This design comes from an exercise in tuning for small area and a short achievable clock period on the open sky130 flow, not from production work. In this exercise RTL edits were held to simulation tests only and were not proved equivalent to the original.

==> 07-15 <==
Design enigma, start of the top module:
module enigma(clk, srst_n, load, encrypt, crypt_mode, table_idx, code_in, code_out, code_valid);
export LEC_CHECK = 0
export CAP_MARGIN = 20
export CORE_MARGIN = 2
export CORE_UTILIZATION = 60
export SLEW_MARGIN = 20
create_clock -name core_clock -period 14.0 [get_ports {clk}]
standard.sh (not shown) runs the stock make flow with config.mk's settings and CLKGATE_MAP_FILE= SYNTH_SCRIPT=/design/flow/synth_recipe.tcl, a recipe that flattens the netlist after the stock synthesis.
==> flow/flow/run.sh <==
#!/bin/bash
set -euo pipefail
bash standard.sh SETUP_SLACK_MARGIN=9 finish > standard.log 2>&1
==> inputs of 01-13, as changes to 07-15 <==
--- a/flow/design.v
+++ b/flow/design.v
@@ -48,23 +48,21 @@
   else if (ldP_r) ppar <= ~ppar;
 end
 wire [5:0] pwdata = ppar ? din_r : pd2;
 always @(posedge clk) begin
   if (pl1) P[pd1] <= pwdata;
 end
 reg [5:0] s, q;
 reg [1:0] m, sel;
-reg vP1, vP2;
-reg [5:0] p1, pa;
+reg vP;
+reg [5:0] pa;
 always @(posedge clk) begin
-  p1 <= P[din_r];
-  vP1 <= rst_r ? 1'b0 : enc_r;
-  pa <= p1 + s + {4'd0, sel} - off - 6'd1;
-  vP2 <= rst_r ? 1'b0 : vP1;
+  pa <= P[din_r] + s + {4'd0, sel} - off - 6'd1;
+  vP <= rst_r ? 1'b0 : enc_r;
 end
 wire [5:0] pb = pa + {4'd0, sel};
 wire [2:0] oi = pb[5:3];
 wire [2:0] ei = pb[5:3] + {2'b00, pb[2]};
 reg [5:0] ev [0:3];
 reg [5:0] od [0:3];
 always @* begin
   for (i = 0; i < 4; i = i + 1) begin
@@ -79,17 +77,17 @@
     e = pb[2:0] + i[2:0];
     cand[i] = e[2] ? od[e[1:0]] : ev[e[1:0]];
   end
 end
 reg [5:0] cr [0:3];
 reg vK;
 always @(posedge clk) begin
   for (i = 0; i < 4; i = i + 1) cr[i] <= cand[i];
-  vK <= rst_r ? 1'b0 : vP2;
+  vK <= rst_r ? 1'b0 : vP;
 end
 localparam [383:0] TT = {
   6'd33, 6'd0, 6'd20, 6'd41, 6'd27, 6'd31, 6'd45, 6'd12,
   6'd7, 6'd37, 6'd1, 6'd62, 6'd52, 6'd35, 6'd19, 6'd50,
   6'd59, 6'd36, 6'd4, 6'd15, 6'd11, 6'd30, 6'd39, 6'd51,
   6'd46, 6'd53, 6'd3, 6'd5, 6'd44, 6'd9, 6'd16, 6'd49,
   6'd55, 6'd60, 6'd34, 6'd14, 6'd63, 6'd32, 6'd2, 6'd54,
   6'd40, 6'd8, 6'd47, 6'd22, 6'd6, 6'd57, 6'd13, 6'd26,
@@ -156,19 +154,14 @@
 end
 reg [5:0] hr, ds2;
 reg vF2;
 always @(posedge clk) begin
   hr <= hi;
   ds2 <= ds1;
   vF2 <= rst_r ? 1'b0 : vF1;
 end
-reg [5:0] wr;
-reg vF3;
+wire [5:0] w = hr + ds2;
 always @(posedge clk) begin
-  wr <= hr + ds2;
-  vF3 <= rst_r ? 1'b0 : vF2;
-end
-always @(posedge clk) begin
-  code_out <= P[wr];
-  code_valid <= rst_r ? 1'b0 : vF3;
+  code_out <= P[w];
+  code_valid <= rst_r ? 1'b0 : vF2;
 end
 endmodule
CORE_UTILIZATION = 45   (was 60)
==> inputs of 02-18, as changes to 07-15 <==
--- a/flow/design.v
+++ b/flow/design.v
@@ -48,23 +48,21 @@
   else if (ldP_r) ppar <= ~ppar;
 end
 wire [5:0] pwdata = ppar ? din_r : pd2;
 always @(posedge clk) begin
   if (pl1) P[pd1] <= pwdata;
 end
 reg [5:0] s, q;
 reg [1:0] m, sel;
-reg vP1, vP2;
-reg [5:0] p1, pa;
+reg vP;
+reg [5:0] pa;
 always @(posedge clk) begin
-  p1 <= P[din_r];
-  vP1 <= rst_r ? 1'b0 : enc_r;
-  pa <= p1 + s + {4'd0, sel} - off - 6'd1;
-  vP2 <= rst_r ? 1'b0 : vP1;
+  pa <= P[din_r] + s + {4'd0, sel} - off - 6'd1;
+  vP <= rst_r ? 1'b0 : enc_r;
 end
 wire [5:0] pb = pa + {4'd0, sel};
 wire [2:0] oi = pb[5:3];
 wire [2:0] ei = pb[5:3] + {2'b00, pb[2]};
 reg [5:0] ev [0:3];
 reg [5:0] od [0:3];
 always @* begin
   for (i = 0; i < 4; i = i + 1) begin
@@ -79,17 +77,17 @@
     e = pb[2:0] + i[2:0];
     cand[i] = e[2] ? od[e[1:0]] : ev[e[1:0]];
   end
 end
 reg [5:0] cr [0:3];
 reg vK;
 always @(posedge clk) begin
   for (i = 0; i < 4; i = i + 1) cr[i] <= cand[i];
-  vK <= rst_r ? 1'b0 : vP2;
+  vK <= rst_r ? 1'b0 : vP;
 end
 localparam [383:0] TT = {
   6'd33, 6'd0, 6'd20, 6'd41, 6'd27, 6'd31, 6'd45, 6'd12,
   6'd7, 6'd37, 6'd1, 6'd62, 6'd52, 6'd35, 6'd19, 6'd50,
   6'd59, 6'd36, 6'd4, 6'd15, 6'd11, 6'd30, 6'd39, 6'd51,
   6'd46, 6'd53, 6'd3, 6'd5, 6'd44, 6'd9, 6'd16, 6'd49,
   6'd55, 6'd60, 6'd34, 6'd14, 6'd63, 6'd32, 6'd2, 6'd54,
   6'd40, 6'd8, 6'd47, 6'd22, 6'd6, 6'd57, 6'd13, 6'd26,
@@ -156,19 +154,14 @@
 end
 reg [5:0] hr, ds2;
 reg vF2;
 always @(posedge clk) begin
   hr <= hi;
   ds2 <= ds1;
   vF2 <= rst_r ? 1'b0 : vF1;
 end
-reg [5:0] wr;
-reg vF3;
+wire [5:0] w = hr + ds2;
 always @(posedge clk) begin
-  wr <= hr + ds2;
-  vF3 <= rst_r ? 1'b0 : vF2;
-end
-always @(posedge clk) begin
-  code_out <= P[wr];
-  code_valid <= rst_r ? 1'b0 : vF3;
+  code_out <= P[w];
+  code_valid <= rst_r ? 1'b0 : vF2;
 end
 endmodule
CORE_UTILIZATION = 40   (was 60)
==> results.toml <==
[yosys]
yosys.area_share.simple_pct = 12.2
netlist_area_mm2 = 0.0751
muxShareOfSynthArea_pct = 10.6
synth_area_leaders = "dfxtp_1 24%, edfxtp_1 15%, mux4_2 8.7%"
synth-adder-area-share_pct = 0.803

[place]
gp_congestion = 1.27
dpl-instance-area_mm2 = 0.0769

[grt]
grt_max_degree = 201
use_met2_pct = 89.0

[run_status]
status = "did not finish"
error_line = "[ERROR GRT-0116] Global routing finished with congestion. Check the congestion regions in the DRC Viewer."
failed_stage = "global routing (5_1_grt)"
the above is filed under 07-15

==> results.toml <==
[yosys]
yosys.area_share.simple_pct = 12.1
muxShareOfSynthArea_pct = 11.1
synth_area_leaders = "dfxtp_1 25%, edfxtp_1 16%, mux4_2 9.6%"
synth-adder-area-share_pct = 0.839
netlist_area_mm2 = 0.0718

[hold_path]
worstHoldPathType = "reg -> reg"

[place]
post-place-ws_ps = 4810
placedCellCount = 8789
gp_congestion = 1.17

[detailed_routing]
vias_per_cell = 7.55

[grt]
use_met2_pct = 72.3
grt_max_degree = 105

[run_status]
status = "complete, no violations"

[worst_setup_path]
cp_cell_sequence = "buf_16, a222oi_1, nand2_1, a22o_1, a32o_1, nor4_2, nand3_1, buf_4, o22ai_1, nand2_1, a2111oi_4, or4b_4, nand4_1, nor4_4, nand4_1, a21oi_1, o31ai_2"
crit_cells = 17

[layout]
bufAreaShareNonClock_pct = 8.01

[pwr]
the above is filed under 01-13

==> results.toml <==
[sta]
setup_slack_ps = 7750
finalHoldViolCount = 0

[grt]
grt_max_degree = 192
use_met2_pct = 65.0

[place]
gp_congestion = 1.17
dpl-instance-area_mm2 = 0.0747

[run_status]
status = "complete, no violations"

[worst_setup_path]
reg2reg_to = "sel[0]"
r2r_slack_ps = 7750
r2r_start = "sel[1]"
endpoint_kind = "flip-flop"
cpLargestDelayFamily = "simple AND/OR/NAND/NOR gates"

[yosys]
synth_cells = 7085
muxShareOfSynthArea_pct = 11.1
synth_area_leaders = "dfxtp_1 25%, edfxtp_1 16%, mux4_2 9.6%"
yosys.area_share.simple_pct = 12.1
netlist_area_mm2 = 0.0718
synth_common_cells = "888 x dfxtp_1, 846 x nand2_1, 545 x xnor2_1"

[layout]
clkbuf_count = 205
the above is filed under 02-18

separate check: timing with driven ports:
No port has a modelled driver above. Below, the same layouts with a new extraction and two added sets of constraints.
Step 1: set_driving_cell puts a clkbuf_16 on clk and a buf_2 on each other input, an assumption about the parent block.
Step 2 also shifts input and output timing later by t, the mid clock arrival at the registers, as if the neighbouring blocks saw the same clock.
a / b / c = ideal / step 1 / step 2; a / b = the first two.
run	shift t [ns]	setup slack, ns	worst setup path at the end	latest minus earliest clock arrival (ns)
01-13	0.909	7.614 / 7.614 / 7.614	register to register	0.070 / 0.070
02-18	0.905	7.747 / 7.747 / 7.747	register to register	0.063 / 0.062
After both steps setup and hold are still met in every run listed.
